From an optimization exercise on the open Yosys and OpenROAD flow, aimed at small area; shortcuts taken in it are not production practice.
Where RTL was checked, it was by simulation tests only, not by an equivalence proof against the original.
Power and IR drop assume default switching activity.

Setup of indigo:
Design Interfaz, start of the top module:
module Interfaz(
    input wire clk,reset,
    input wire instrucciones,ProgramarCrono,ring,
    input wire [7:0] cursor,
    input wire Escribir,
    output wire  [11:0] rgbO,
    output wire hsync,vsync,
    output wire video_on,
    input wire [7:0] datos0,datos1,datos2,datos3,datos4,datos5,datos6,datos7,datos8,
    datos9,datos10,
    output wire [18:0] mem_addr,
    output wire mem_en,
    input wire [11:0] mem_data
    );
Settings: LEC_CHECK=0, CAP_MARGIN=0, CORE_MARGIN=2, CORE_UTILIZATION=40, GPL_TIMING_DRIVEN=0, PLACE_DENSITY=0.6, SLEW_MARGIN=0; clock period 10.0 ns.
standard.sh (not shown) runs the stock make flow with config.mk's settings and CLKGATE_MAP_FILE= SYNTH_SCRIPT=/design/flow/synth_recipe.tcl, a recipe that flattens the netlist after the stock synthesis.
==> flow/flow/run.sh <==
#!/bin/bash
# Standard ORFS layout with these changes:
#  - synthesis is the standard flow's own script, except that ABC maps the logic with an
#    area-oriented script (flow/abc_area.script); registers are untouched;
#  - the port buffers use the smallest buffer cell;
#  - clock tree synthesis adds no dummy loads and uses small clock buffers.
# Every tool's log stays under orfs/logs/; make's output goes to flow_make.log.
set -euo pipefail
W=$(pwd)
{
  head -n 1 synth_recipe.tcl
  cat <<EOT
proc abc {args} {
  set i [lsearch -exact \$args -script]
  if {\$i >= 0} { lset args [expr {\$i + 1}] $W/flow/abc_area.script }
  yosys abc {*}\$args
}
EOT
  tail -n +2 synth_recipe.tcl
} > own_synth.tcl
sed "s|SYNTH_SCRIPT=[^ ]*|SYNTH_SCRIPT=$W/own_synth.tcl|" standard.sh > own_standard.sh
export BUFFER_PORTS_ARGS="-buffer_cell sky130_fd_sc_hd__buf_1"
export CTS_ARGS="-sink_clustering_enable -repair_clock_nets -dont_use_dummy_load -buf_list sky130_fd_sc_hd__clkbuf_8 -sink_clustering_size 24 -sink_clustering_max_diameter 120"
bash own_standard.sh finish > flow_make.log 2>&1
==> flow/flow/abc_area.script <==
&get -n
&st
&deepsyn -J 200 -T 900
&st
&dch -f
&nf -R 1000
&put
Relative to indigo, the following input files were edited for ember:
-- flow/design.v --
<<< indigo, line 15
wire h_end = hcount_reg[9] & hcount_reg[8] & (&hcount_reg[4:0]);
wire v_end = vcount_reg[9] & vcount_reg[3] & vcount_reg[2];
wire line_end = h_end & (&mod4_reg);
wire [11:0] hm_inc = inc12({hcount_reg, mod4_reg}, 1'b1);
wire [11:0] v_inc = inc12({2'b0, vcount_reg}, line_end);
always @(posedge clk)
  if (reset) begin
    mod4_reg <= 2'b00;
>>> ember, line 15
wire h_end = hcount_reg[9] & hcount_reg[8] & (&hcount_reg[4:0]);
wire v_end = vcount_reg[9] & vcount_reg[3] & vcount_reg[2];
wire [11:0] hm_inc = inc12({hcount_reg, mod4_reg}, 1'b1);
wire [11:0] v_inc = inc12({2'b0, vcount_reg}, 1'b1);
wire line_end = h_end & (&mod4_reg);
always @(posedge clk, posedge reset)
  if (reset) begin
    mod4_reg <= 2'b00;
<<< indigo, line 26
    mod4_reg <= hm_inc[1:0];
    hcount_reg <= line_end ? 10'd0 : hm_inc[11:2];
    vcount_reg <= (line_end & v_end) ? 10'd0 : v_inc[9:0];
  end
always @(posedge clk) begin
>>> ember, line 26
    mod4_reg <= hm_inc[1:0];
    hcount_reg <= line_end ? 10'd0 : hm_inc[11:2];
    if (line_end)
      vcount_reg <= v_end ? 10'd0 : v_inc[9:0];
  end
always @(posedge clk) begin
<<< indigo, line 212
wire [11:0] Y = add12({2'd0, y}, {2'd0, oy});
wire [11:0] Q5 = add12({2'd0, Y[9:0]}, {Y[9:0], 2'b0});
function [8:0] inc9; input [8:0] a; integer i; reg c; begin
  c = 1'b1;
  for (i = 0; i < 9; i = i + 1) begin inc9[i] = a[i] ^ c; c = a[i] & c; end
end endfunction
wire [11:0] Qlo = add12({9'd0, Q5[2:0]}, {9'd0, L[9:7]});
wire [8:0] Qinc = inc9(Q5[11:3]);
wire [11:0] Q = {Qlo[3] ? Qinc : Q5[11:3], Qlo[2:0]};
assign rom_addr = {Q, L[6:0]};
endmodule
>>> ember, line 213
wire [11:0] Y = add12({2'd0, y}, {2'd0, oy});
wire [11:0] Q5 = add12({2'd0, Y[9:0]}, {Y[9:0], 2'b0});
wire [11:0] Qlo = add12({9'd0, Q5[2:0]}, {9'd0, L[9:7]});
reg [11:0] Q;
reg pa;
integer qi;
always @* begin
  Q[2:0] = Qlo[2:0];
  pa = Qlo[3];
  for (qi = 3; qi < 12; qi = qi + 1) begin
    Q[qi] = Q5[qi] ^ pa;
    pa = pa & Q5[qi];
  end
end
assign rom_addr = {Q, L[6:0]};
endmodule
<<< indigo, line 243
  .pixelx(pixelx), .pixely(pixely));
reg loaded;
always @(posedge clk)
  loaded <= !reset & (loaded | tick);
reg [2:0] diaU;    
reg [3:0] segU, segD, minU, minD, horU, horD, fecU, fecD, mesU, mesD, anoU, anoD,
>>> ember, line 249
  .pixelx(pixelx), .pixely(pixely));
reg loaded;
always @(posedge clk, posedge reset)
  if (reset) loaded <= 1'b0;
  else if (tick) loaded <= 1'b1;
reg [2:0] diaU;    
reg [3:0] segU, segD, minU, minD, horU, horD, fecU, fecD, mesU, mesD, anoU, anoD,
Notes after the runs:
- The lower final worst-path cycle share of indigo and ember is in indigo.
- The higher share of synthesized area occupied by flip-flops and latches of indigo and ember is in ember.
- The post-layout instance area of ember was inferior to that of indigo.
- Delta (ember minus indigo): clock tree skew after final layout up 0.012 ns, floorplan die height increased about 1%.

---

== main ==
Interfaz, a different RTL version from the one above (not shown whole).
Size: ~150 flip-flops, roughly 150 I/O pins.
Design Interfaz, start of the top module:
module Interfaz(
    input wire clk,reset,
    input wire instrucciones,ProgramarCrono,ring,
    input wire [7:0] cursor,
    input wire Escribir,
    output wire  [11:0] rgbO,
    output wire hsync,vsync,
    output wire video_on,
    input wire [7:0] datos0,datos1,datos2,datos3,datos4,datos5,datos6,datos7,datos8,
    datos9,datos10,
    output wire [18:0] mem_addr,
    output wire mem_en,
    input wire [11:0] mem_data
    );
wire [9:0] pixelx, pixely;
wire tick;
SincronizadorVGA SincronizadorVGA_unit(
  .clk(clk), .reset(reset),
  .hsync(hsync), .vsync(vsync), .tick(tick), .video_on(video_on),
  .pixelx(pixelx), .pixely(pixely));
reg loaded;
always @(posedge clk, posedge reset)
  if (reset) loaded <= 1'b0;
  else if (tick) loaded <= 1'b1;
reg [3:0] segU, segD, minU, minD, horU, horD, fecU, fecD, mesU, mesD, anoU, anoD,
          diaU, semU, semD, segUT, segDT, minUT, minDT, horUT, horDT;
always @(posedge clk)
  if (tick) begin
    segU <= datos0[3:0];  segD <= datos0[7:4];
    minU <= datos1[3:0];  minD <= datos1[7:4];
    horU <= datos2[3:0];  horD <= datos2[7:4];
    fecU <= datos3[3:0];  fecD <= datos3[7:4];
    mesU <= datos4[3:0];  mesD <= datos4[7:4];
    anoU <= datos5[3:0];  anoD <= datos5[7:4];
    diaU <= datos6[3:0];
    semU <= datos7[3:0];  semD <= datos7[7:4];
    segUT <= datos8[3:0]; segDT <= datos8[7:4];
    minUT <= datos9[3:0]; minDT <= datos9[7:4];
    horUT <= datos10[3:0]; horDT <= datos10[7:4];
  end
wire graficos;
wire [2:0] color;    
wire [18:0] address;
ImpresionDatos ImpresionDatos_unit(
  ...
clock: 10.0 ns
lec_check: 0
cap_margin: 0
core_margin: 2
core_utilization: 40
place_density: 0.6
slew_margin: 0
==> flow/flow/run.sh <==
#!/bin/bash
# Standard ORFS layout with these changes:
#  - synthesis is the standard flow's own script, except that ABC maps the logic with an
#    area-oriented script (flow/abc_area.script); registers are untouched;
#  - the port buffers use the smallest buffer cell;
#  - clock tree synthesis adds no dummy loads and uses small clock buffers.
# Every tool's log stays under orfs/logs/; make's output goes to flow_make.log.
set -euo pipefail
W=$(pwd)
{
  head -n 1 synth_recipe.tcl
  cat <<EOT
proc abc {args} {
  set i [lsearch -exact \$args -script]
  if {\$i >= 0} { lset args [expr {\$i + 1}] $W/flow/abc_area.script }
  yosys abc {*}\$args
}
EOT
  tail -n +2 synth_recipe.tcl
} > own_synth.tcl
sed "s|SYNTH_SCRIPT=[^ ]*|SYNTH_SCRIPT=$W/own_synth.tcl|" standard.sh > own_standard.sh
export BUFFER_PORTS_ARGS="-buffer_cell sky130_fd_sc_hd__buf_1"
export CTS_ARGS="-sink_clustering_enable -repair_clock_nets -dont_use_dummy_load -buf_list sky130_fd_sc_hd__clkbuf_8"
bash own_standard.sh finish > flow_make.log 2>&1
==> flow/flow/abc_area.script <==
&get -n
&st
&deepsyn -T 60
&st
&dch -f
&nf -R 1000
&put
Here is what was changed in the inputs of the feature branch compared with main.
--- a/flow/design.v
+++ b/flow/design.v
@@ -202,25 +202,36 @@
     M_PANO: begin oy = -10'd93;  c = cP; end
     M_PFEC: begin oy = -10'd128;  c = cP; end
     M_C:    begin oy = -10'd29;  c = 10'd0; end
     M_S:    begin oy = 10'd313;  c = 10'd72; end
     M_R:    begin oy = -10'd109;  c = 10'd90; end
     M_II:   begin oy = 10'd108;   c = -10'd50; end
     M_IT:   begin oy = -10'd254; c = 10'd15; end
     default: begin oy = -10'd93; c = -10'd44; end
   endcase
 wire [11:0] L = add12({2'd0, xpart}, {2'd0, c});
 wire [11:0] Y = add12({2'd0, y}, {2'd0, oy});
 wire [11:0] Q5 = add12({2'd0, Y[9:0]}, {Y[9:0], 2'b0});
-wire [11:0] Q = add12(Q5, {9'd0, L[9:7]});
+wire [11:0] Qlo = add12({9'd0, Q5[2:0]}, {9'd0, L[9:7]});
+reg [11:0] Q;
+reg pa;
+integer qi;
+always @* begin
+  Q[2:0] = Qlo[2:0];
+  pa = Qlo[3];
+  for (qi = 3; qi < 12; qi = qi + 1) begin
+    Q[qi] = Q5[qi] ^ pa;
+    pa = pa & Q5[qi];
+  end
+end
 assign rom_addr = {Q, L[6:0]};
 endmodule
 `timescale 1ns / 1ps
 module Interfaz(
     input wire clk,reset,
     input wire instrucciones,ProgramarCrono,ring,
     input wire [7:0] cursor,
     input wire Escribir,
     output wire  [11:0] rgbO,
     output wire hsync,vsync,
     output wire video_on,
     input wire [7:0] datos0,datos1,datos2,datos3,datos4,datos5,datos6,datos7,datos8,
--- outcome ---
Compared with main, the feature branch shows sequential share of layout area higher by 0.55 points. Of main and the feature branch, the lower actual slew at the worst max-slew pin belongs to the feature branch. Between the feature branch and main, the multi-input gate share of the layout cell area does not differ in any meaningful way. Looking at net switching component of the power, the feature branch sits 7.0 uW above main. Looking at arrival time of data at the critical path endpoint across main and the feature branch, the one that comes out lower is the feature branch. Combinational power share of the feature branch is on par with main. Cells: the feature branch has fewer instances than main. Compared main against the feature branch; sequential power within noise. From main to the feature branch the numbers moved as follows: floorplan die width went down 0.56 microns, area of all placed cells without fillers went down about 1.2%, total power went up 6.5 uW, detailed-route vias per instance held. Synthesized cell count, the feature branch vs main: down by a few percent.
No functional check of the RTL was part of main.

---

## old
Interfaz, a different RTL version from the one above (not shown whole).
For scale: about 770 cells after synthesis, ~140 flip-flops, roughly 0.0078 sq mm of cells after synthesis.
==> module SincronizadorVGA, before the edit <==
module SincronizadorVGA(
  input wire clk, reset,
  output reg hsync, vsync,
  output reg tick,            
  output wire video_on,
  output wire [9:0] pixelx, pixely
  );
function [11:0] inc12; input [11:0] a; input ci; integer i; reg c; begin
  c = ci;
  for (i = 0; i < 12; i = i + 1) begin inc12[i] = a[i] ^ c; c = a[i] & c; end
end endfunction
reg [1:0] mod4_reg;
reg [9:0] hcount_reg, vcount_reg;
wire h_end = hcount_reg[9] & hcount_reg[8] & (&hcount_reg[4:0]);
wire v_end = vcount_reg[9] & vcount_reg[3] & vcount_reg[2];
wire line_end = h_end & (&mod4_reg);
wire [11:0] hm_inc = inc12({hcount_reg, mod4_reg}, 1'b1);
wire [11:0] v_inc = inc12({2'b0, vcount_reg}, line_end);
always @(posedge clk, posedge reset)
  if (reset) begin
    mod4_reg <= 2'b00;
    hcount_reg <= 10'd0;
    vcount_reg <= 10'd0;
  end else begin
    mod4_reg <= hm_inc[1:0];
    hcount_reg <= line_end ? 10'd0 : hm_inc[11:2];
    vcount_reg <= (line_end & v_end) ? 10'd0 : v_inc[9:0];
  end
always @(posedge clk) begin
  hsync <= ~(hcount_reg >= 10'd656 && hcount_reg <= 10'd751);
  vsync <= ~(vcount_reg >= 10'd490 && vcount_reg <= 10'd491);
  tick  <= (vcount_reg >= 10'd480);
end
assign video_on = (hcount_reg < 10'd640) && (vcount_reg < 10'd480);
assign pixelx = hcount_reg;
assign pixely = vcount_reg;
endmodule
==> module Interfaz, before the edit <==
module Interfaz(
    input wire clk,reset,
    input wire instrucciones,ProgramarCrono,ring,
    input wire [7:0] cursor,
    input wire Escribir,
    output wire  [11:0] rgbO,
    output wire hsync,vsync,
    output wire video_on,
    input wire [7:0] datos0,datos1,datos2,datos3,datos4,datos5,datos6,datos7,datos8,
    datos9,datos10,
    output wire [18:0] mem_addr,
    output wire mem_en,
    input wire [11:0] mem_data
    );
wire [9:0] pixelx, pixely;
wire tick;
SincronizadorVGA SincronizadorVGA_unit(
  .clk(clk), .reset(reset),
  .hsync(hsync), .vsync(vsync), .tick(tick), .video_on(video_on),
  .pixelx(pixelx), .pixely(pixely));
reg loaded;
always @(posedge clk, posedge reset)
  if (reset) loaded <= 1'b0;
  else loaded <= loaded | tick;
reg [2:0] diaU;    
reg [3:0] segU, segD, minU, minD, horU, horD, fecU, fecD, mesU, mesD, anoU, anoD,
          semU, semD, segUT, segDT, minUT, minDT, horUT, horDT;
always @(posedge clk)
  if (tick) begin
    segU <= datos0[3:0];  segD <= datos0[7:4];
    minU <= datos1[3:0];  minD <= datos1[7:4];
    horU <= datos2[3:0];  horD <= datos2[7:4];
    fecU <= datos3[3:0];  fecD <= datos3[7:4];
    mesU <= datos4[3:0];  mesD <= datos4[7:4];
    anoU <= datos5[3:0];  anoD <= datos5[7:4];
    diaU <= (datos6[3] | (&datos6[2:0])) ? 3'd7 : datos6[2:0];
    semU <= datos7[3:0];  semD <= datos7[7:4];
    segUT <= datos8[3:0]; segDT <= datos8[7:4];
    minUT <= datos9[3:0]; minDT <= datos9[7:4];
    horUT <= datos10[3:0]; horDT <= datos10[7:4];
  end
wire graficos;
wire [2:0] color;    
wire [18:0] address;
ImpresionDatos ImpresionDatos_unit(
  .clk(clk), .pixelx(pixelx), .pixely(pixely), .loaded(loaded),
  .segU(segU), .segD(segD), .minU(minU), .minD(minD), .horU(horU), .horD(horD),
  .fecU(fecU), .fecD(fecD), .mesU(mesU), .mesD(mesD), .anoU(anoU), .anoD(anoD),
  .diaU(diaU), .semU(semU), .semD(semD), .segUT(segUT), .segDT(segDT),
  .minUT(minUT), .minDT(minDT), .horUT(horUT), .horDT(horDT),
  .cursor(cursor), .Escribir(Escribir), .ProgramarCrono(ProgramarCrono),
  .instrucciones(instrucciones),
  .graficos(graficos), .color(color), .rom_addr(address));
assign mem_addr = address;
assign mem_en = graficos;
reg [11:0] douta_reg;
always @(posedge clk)
  douta_reg <= mem_data;
wire cw = color[2], cs = color[1], ct = color[0];
wire [11:0] colorTab = {cw, cw, cw | (cs & ct), cw | cs,
                        cw, cw, cw | ct, cw | cs | ct,
                        cw, cw, cw | ct, cs};
wire alarm = ring && (pixely >= 10'd473) && (pixely <= 10'd480);
reg [11:0] rgb;
always @(posedge clk)
  if (video_on && !tick)
    rgb <= graficos ? douta_reg : alarm ? 12'hf00 : colorTab;
  else
    rgb <= 12'h0f7;
assign rgbO = rgb;
endmodule
clock: 10.0 ns
lec_check: 0
cap_margin: 0
core_margin: 2
core_utilization: 40
gpl_timing_driven: 0
place_density: 0.6
slew_margin: 0
==> flow/flow/run.sh <==
#!/bin/bash
# Standard ORFS layout with these changes:
#  - synthesis is the standard flow's own script, except that ABC maps the logic with an
#    area-oriented script (flow/abc_area.script); registers are untouched;
#  - the port buffers use the smallest buffer cell;
#  - clock tree synthesis adds no dummy loads and uses small clock buffers.
# Every tool's log stays under orfs/logs/; make's output goes to flow_make.log.
set -euo pipefail
W=$(pwd)
{
  head -n 1 synth_recipe.tcl
  cat <<EOT
proc abc {args} {
  set i [lsearch -exact \$args -script]
  if {\$i >= 0} { lset args [expr {\$i + 1}] $W/flow/abc_area.script }
  yosys abc {*}\$args
}
EOT
  tail -n +2 synth_recipe.tcl
} > own_synth.tcl
sed "s|SYNTH_SCRIPT=[^ ]*|SYNTH_SCRIPT=$W/own_synth.tcl|" standard.sh > own_standard.sh
export BUFFER_PORTS_ARGS="-buffer_cell sky130_fd_sc_hd__buf_1"
export CTS_ARGS="-sink_clustering_enable -repair_clock_nets -dont_use_dummy_load -buf_list sky130_fd_sc_hd__clkbuf_8 -sink_clustering_size 24 -sink_clustering_max_diameter 120"
bash own_standard.sh finish > flow_make.log 2>&1
==> flow/flow/abc_area.script <==
&get -n
&st
&deepsyn -J 200 -T 900
&st
&dch -f
&nf -R 1000
&put
old: done, clean on timing, DRC and antenna
--- input diff old..new ---
-- flow/design.v --
<<< old, line 18
wire [11:0] hm_inc = inc12({hcount_reg, mod4_reg}, 1'b1);
wire [11:0] v_inc = inc12({2'b0, vcount_reg}, line_end);
always @(posedge clk, posedge reset)
  if (reset) begin
    mod4_reg <= 2'b00;
>>> new, line 18
wire [11:0] hm_inc = inc12({hcount_reg, mod4_reg}, 1'b1);
wire [11:0] v_inc = inc12({2'b0, vcount_reg}, line_end);
always @(posedge clk)
  if (reset) begin
    mod4_reg <= 2'b00;
<<< old, line 294
  .pixelx(pixelx), .pixely(pixely));
reg loaded;
always @(posedge clk, posedge reset)
  if (reset) loaded <= 1'b0;
  else loaded <= loaded | tick;
reg [2:0] diaU;    
reg [3:0] segU, segD, minU, minD, horU, horD, fecU, fecD, mesU, mesD, anoU, anoD,
>>> new, line 294
  .pixelx(pixelx), .pixely(pixely));
reg loaded;
always @(posedge clk)
  loaded <= !reset & (loaded | tick);
reg [2:0] diaU;    
reg [3:0] segU, segD, minU, minD, horU, horD, fecU, fecD, mesU, mesD, anoU, anoD,
## What came out
Share of the clock period used by the worst path: new higher than old. Of new and old, new shows the lower worst-case setup margin in the final layout, with old above it. There was hardly any difference in overall global routing resource usage between old and new. The core of new is less densely filled than that of old. In the metrics for new and old, the one carrying the higher number of fill cells is old. HPWL after detailed placement: new lower than old.

==> separate check: timing with driven ports <==
In the flow no input, the clock included, has a driving cell. The finished layouts below were timed again as built, in two steps.
Step 1: set_driving_cell puts a clkbuf_16 on clk and a buf_2 on each other input, an assumption about the parent block.
Step 2 moves the port delays by t, midway between the first and last clock arrival at a register: inputs arrive t later, outputs are due t later. That takes back most of the time a late clock gives input paths.
Three values: ideal ports, drivers, drivers and shift; two values: the first two.
run	shift t [ns]	setup slack, ns	worst hold slack (ns)	slew at the worst register clock pin (ns)	cell pins on the clock port's net
indigo	0.475	0.500 / 0.463 / 0.938	0.416 / 0.416 / 0.416	0.08 / 0.08	1
ember	0.464	0.381 / 0.341 / 0.805	0.423 / 0.423 / 0.423	0.09 / 0.09	1
main	0.467	0.190 / 0.155 / 0.622	0.432 / 0.432 / 0.432	0.10 / 0.10	1
the feature branch	0.484	0.291 / 0.249 / 0.732	0.428 / 0.428 / 0.428	0.09 / 0.09	1
old	0.461	0.541 / 0.501 / 0.962	0.421 / 0.421 / 0.421	0.09 / 0.09	1
new	0.463	0.526 / 0.488 / 0.951	0.417 / 0.417 / 0.417	0.08 / 0.08	1
After both steps setup and hold are still met in every run listed.
